This design comes from an exercise in tuning for small area and a short achievable clock period on the open sky130 flow, not from production work. Where RTL was checked, it was by simulation tests only, not by an equivalence proof against the original. No activity file was given, so power comes from the tool's default toggle rates.

==> module quant_pre, before the edit <==
module quant_pre(
    input             clk,
    input             rst,
    input      [31:0] i_max,
    input      [31:0] i_activation,
    output reg [23:0] o_p,      
    output reg        o_a24,    
    output reg [22:0] o_nm,     
    output reg [3:0]  o_sh,     
    output reg        o_sat     
);
    wire [7:0]  em = i_max[30:23];
    wire [7:0]  ea = i_activation[30:23];
    wire [22:0] mm = i_max[22:0];
    wire [22:0] ma = i_activation[22:0];
    wire big  = ea > em;
    wire eq   = (ea == em);
    wire zero = ea < (em - 8'd8);
    wire sat  = big | (eq & (em[7:3] != 5'd0) & (ma >= mm));
    wire [2:0] dm1 = em[2:0] - ea[2:0] - 3'd1;
    wire [23:0] b    = {1'b0, ~mm};
    wire [23:0] p_eq = {ma, 1'b0} ^ b;
    wire [23:0] p_ne = {1'b1, ma} ^ b;
    wire [23:0] p    = eq ? p_eq : p_ne;
    always @(posedge clk) begin
        o_p   <= p;
        o_a24 <= eq;
        o_nm  <= ~mm;
        o_sh  <= zero ? 4'd8 : eq ? 4'd0 : {1'b0, dm1};
        o_sat <= sat;
    end
endmodule
==> module quantizer, before the edit <==
module quantizer(
    input         clk,
    input         rst,
    input  [31:0] i_max,
    input  [31:0] i_activation,
    output [7:0]  o_index
);
    wire [23:0] p0;
    wire        a24;
    wire [22:0] nm0;
    wire [3:0]  sh0;
    wire        sat0;
    quant_pre u_quant_pre(
        .clk(clk), .rst(rst), .i_max(i_max), .i_activation(i_activation),
        .o_p(p0), .o_a24(a24), .o_nm(nm0), .o_sh(sh0), .o_sat(sat0)
    );
    wire [23:1] p   [1:8];
    wire        r23 [1:8];
    wire [22:0] nm  [1:8];
    wire [3:0]  sh  [1:8];
    wire        sat [1:8];
    wire [7:0]  q   [1:8];    
    wire c1;
    quant_divider u_step1(.i_p(p0), .i_v24(a24), .i_nm(nm0),
                          .o_bit(c1), .o_p(p[1]), .o_r23(r23[1]));
    assign nm[1]  = nm0;
    assign sh[1]  = sh0;
    assign sat[1] = sat0;
    assign q[1]   = {7'd0, c1};
    genvar k;
    generate
        for (k = 2; k <= 8; k = k + 1) begin : g_stage
            reg [23:1] r_p;
            reg        r_r23;
            reg [22:0] r_nm;
            reg [3:0]  r_sh;
            reg        r_sat;
            reg [6:0]  r_q;
            always @(posedge clk) begin
                r_p   <= p[k-1];
                r_r23 <= r23[k-1];
                r_nm  <= nm[k-1];
                r_sh  <= sh[k-1];
                r_sat <= sat[k-1];
                r_q   <= q[k-1][6:0];
            end
            wire c;
            quant_divider u_step(.i_p({r_p, r_nm[0]}), .i_v24(r_r23), .i_nm(r_nm),
                                 .o_bit(c), .o_p(p[k]), .o_r23(r23[k]));
            assign nm[k]  = r_nm;
            assign sh[k]  = r_sh;
            assign sat[k] = r_sat;
            assign q[k]   = {r_q, c};
        end
    endgenerate
    wire [7:0] idx = sat[8] ? 8'hff : (q[8] >> sh[8]);
    reg [3:0] r_cnt;
    reg [7:0] r_index;
    always @(posedge clk or posedge rst) begin
        if (rst) begin
            r_cnt   <= 4'd0;
            r_index <= 8'd0;
        end else begin
            if (!r_cnt[3])
                r_cnt <= r_cnt + 4'd1;
            r_index <= idx & {8{r_cnt[3]}};
        end
    end
    assign o_index = r_index;
endmodule
Settings: LEC_CHECK=0, ABC_AREA=1, CAP_MARGIN=20, CORE_MARGIN=2, CORE_UTILIZATION=60, CTS_CLUSTER_DIAMETER=100, CTS_CLUSTER_SIZE=30, SETUP_SLACK_MARGIN=2.7, SLEW_MARGIN=20; clock period 5.0 ns.
standard.sh (not shown) runs the stock make flow with config.mk's settings and CLKGATE_MAP_FILE= SYNTH_SCRIPT=/design/flow/synth_recipe.tcl, a recipe that flattens the netlist after the stock synthesis.
==> flow/flow/run.sh <==
#!/bin/bash
# The standard ORFS layout, run whole; the only change is the cell used
# for the input and output port buffers (the smallest plain buffer instead of the
# delay buffer the resizer picks by default).
set -euo pipefail
export BUFFER_PORTS_ARGS="-buffer_cell sky130_fd_sc_hd__buf_1"
bash standard.sh > standard.log 2>&1
Rerun with:
--- a/flow/design.v
+++ b/flow/design.v
@@ -7,28 +7,28 @@
     output reg [23:0] o_p,      
     output reg        o_a24,    
     output reg [22:0] o_nm,     
-    output reg [3:0]  o_sh,     
+    output reg [2:0]  o_sh,     
     output reg        o_sat     
 );
     wire [7:0]  em = i_max[30:23];
     wire [7:0]  ea = i_activation[30:23];
     wire [22:0] mm = i_max[22:0];
     wire [22:0] ma = i_activation[22:0];
-    wire big  = ea > em;
+    wire [8:0]  dd = {1'b0, em} - {1'b0, ea};
+    wire [7:0]  d  = dd[7:0];
+    wire big  = dd[8];                    
     wire eq   = (ea == em);
-    wire zero = ea < (em - 8'd8);
-    wire sat  = big | (eq & (em[7:3] != 5'd0) & (ma >= mm));
-    wire [2:0] dm1 = em[2:0] - ea[2:0] - 3'd1;
+    wire zero = (em[7:3] == 5'd0) | (d[7:4] != 4'd0) | (d[3] & (d[2:0] != 3'd0));
     wire [23:0] b    = {1'b0, ~mm};
     wire [23:0] p_eq = {ma, 1'b0} ^ b;
     wire [23:0] p_ne = {1'b1, ma} ^ b;
-    wire [23:0] p    = eq ? p_eq : p_ne;
+    wire [23:0] p    = zero ? b : (eq ? p_eq : p_ne);
     always @(posedge clk) begin
         o_p   <= p;
-        o_a24 <= eq;
+        o_a24 <= eq & ~zero;
         o_nm  <= ~mm;
-        o_sh  <= zero ? 4'd8 : eq ? 4'd0 : {1'b0, dm1};
-        o_sat <= sat;
+        o_sh  <= eq ? 3'd0 : (d[2:0] - 3'd1);
+        o_sat <= big | (eq & ~zero & (ma >= mm));
     end
 endmodule
 `timescale 1ns / 1ps
@@ -95,7 +95,7 @@
     wire [23:0] p0;
     wire        a24;
     wire [22:0] nm0;
-    wire [3:0]  sh0;
+    wire [2:0]  sh0;
     wire        sat0;
     quant_pre u_quant_pre(
         .clk(clk), .rst(rst), .i_max(i_max), .i_activation(i_activation),
@@ -104,7 +104,7 @@
     wire [23:1] p   [1:8];
     wire        r23 [1:8];
     wire [22:0] nm  [1:8];
-    wire [3:0]  sh  [1:8];
+    wire [2:0]  sh  [1:8];
     wire        sat [1:8];
     wire [7:0]  q   [1:8];    
     wire c1;
@@ -120,7 +120,7 @@
             reg [23:1] r_p;
             reg        r_r23;
             reg [22:0] r_nm;
-            reg [3:0]  r_sh;
+            reg [2:0]  r_sh;
             reg        r_sat;
             reg [6:0]  r_q;
             always @(posedge clk) begin
- The changed run passed the timing, design-rule and antenna checks
- final area grows by 1.2%
- total power shrinks by 4.8%
- worst hold slack stays flat
- global-route usage grows by 0.65 points
- setup slack is worse by 290 ps
- routed wire length grows by 2.4%
- final cell count grows by 3.6%
- sequential share of layout area shrinks by 1.2 points
- combinational power shrinks by 6.4%
- die area grows by 0.73%
- utilization shrinks by 0.32 points
No functional check of the RTL was part of the second run of this note.

-- re-timing with driven ports --
In the flow no input, the clock included, has a driving cell. The finished layouts below were timed again as built, in two steps. Step 1 assumes that a clkbuf_16 drives the clock port and a buf_2 every other input. Step 2 moves the port delays by t, midway between the first and last clock arrival at a register: inputs arrive t later, outputs are due t later. That takes back most of the time a late clock gives input paths. Slacks: ideal ports / drivers / drivers and shift; pairs: ideal ports / drivers.
| run | t, ns | setup WS [ns] | hold slack, ns | clock arrival spread, ns | worst data-port slew with drivers (ns) |
|---|---|---|---|---|---|
| the first run | 0.577 | 2.790 / 2.819 / 2.242 | 0.331 / 0.331 / 0.331 | 0.016 / 0.016 | 0.05 |
| the second run | 0.579 | 2.498 / 2.502 / 1.923 | 0.330 / 0.330 / 0.330 | 0.019 / 0.018 | 0.05 |
After both steps every run listed still meets setup and hold. The setup slack of the second run, which loses most, moves by +0.004 ns with the drivers and by -0.575 ns with both steps.
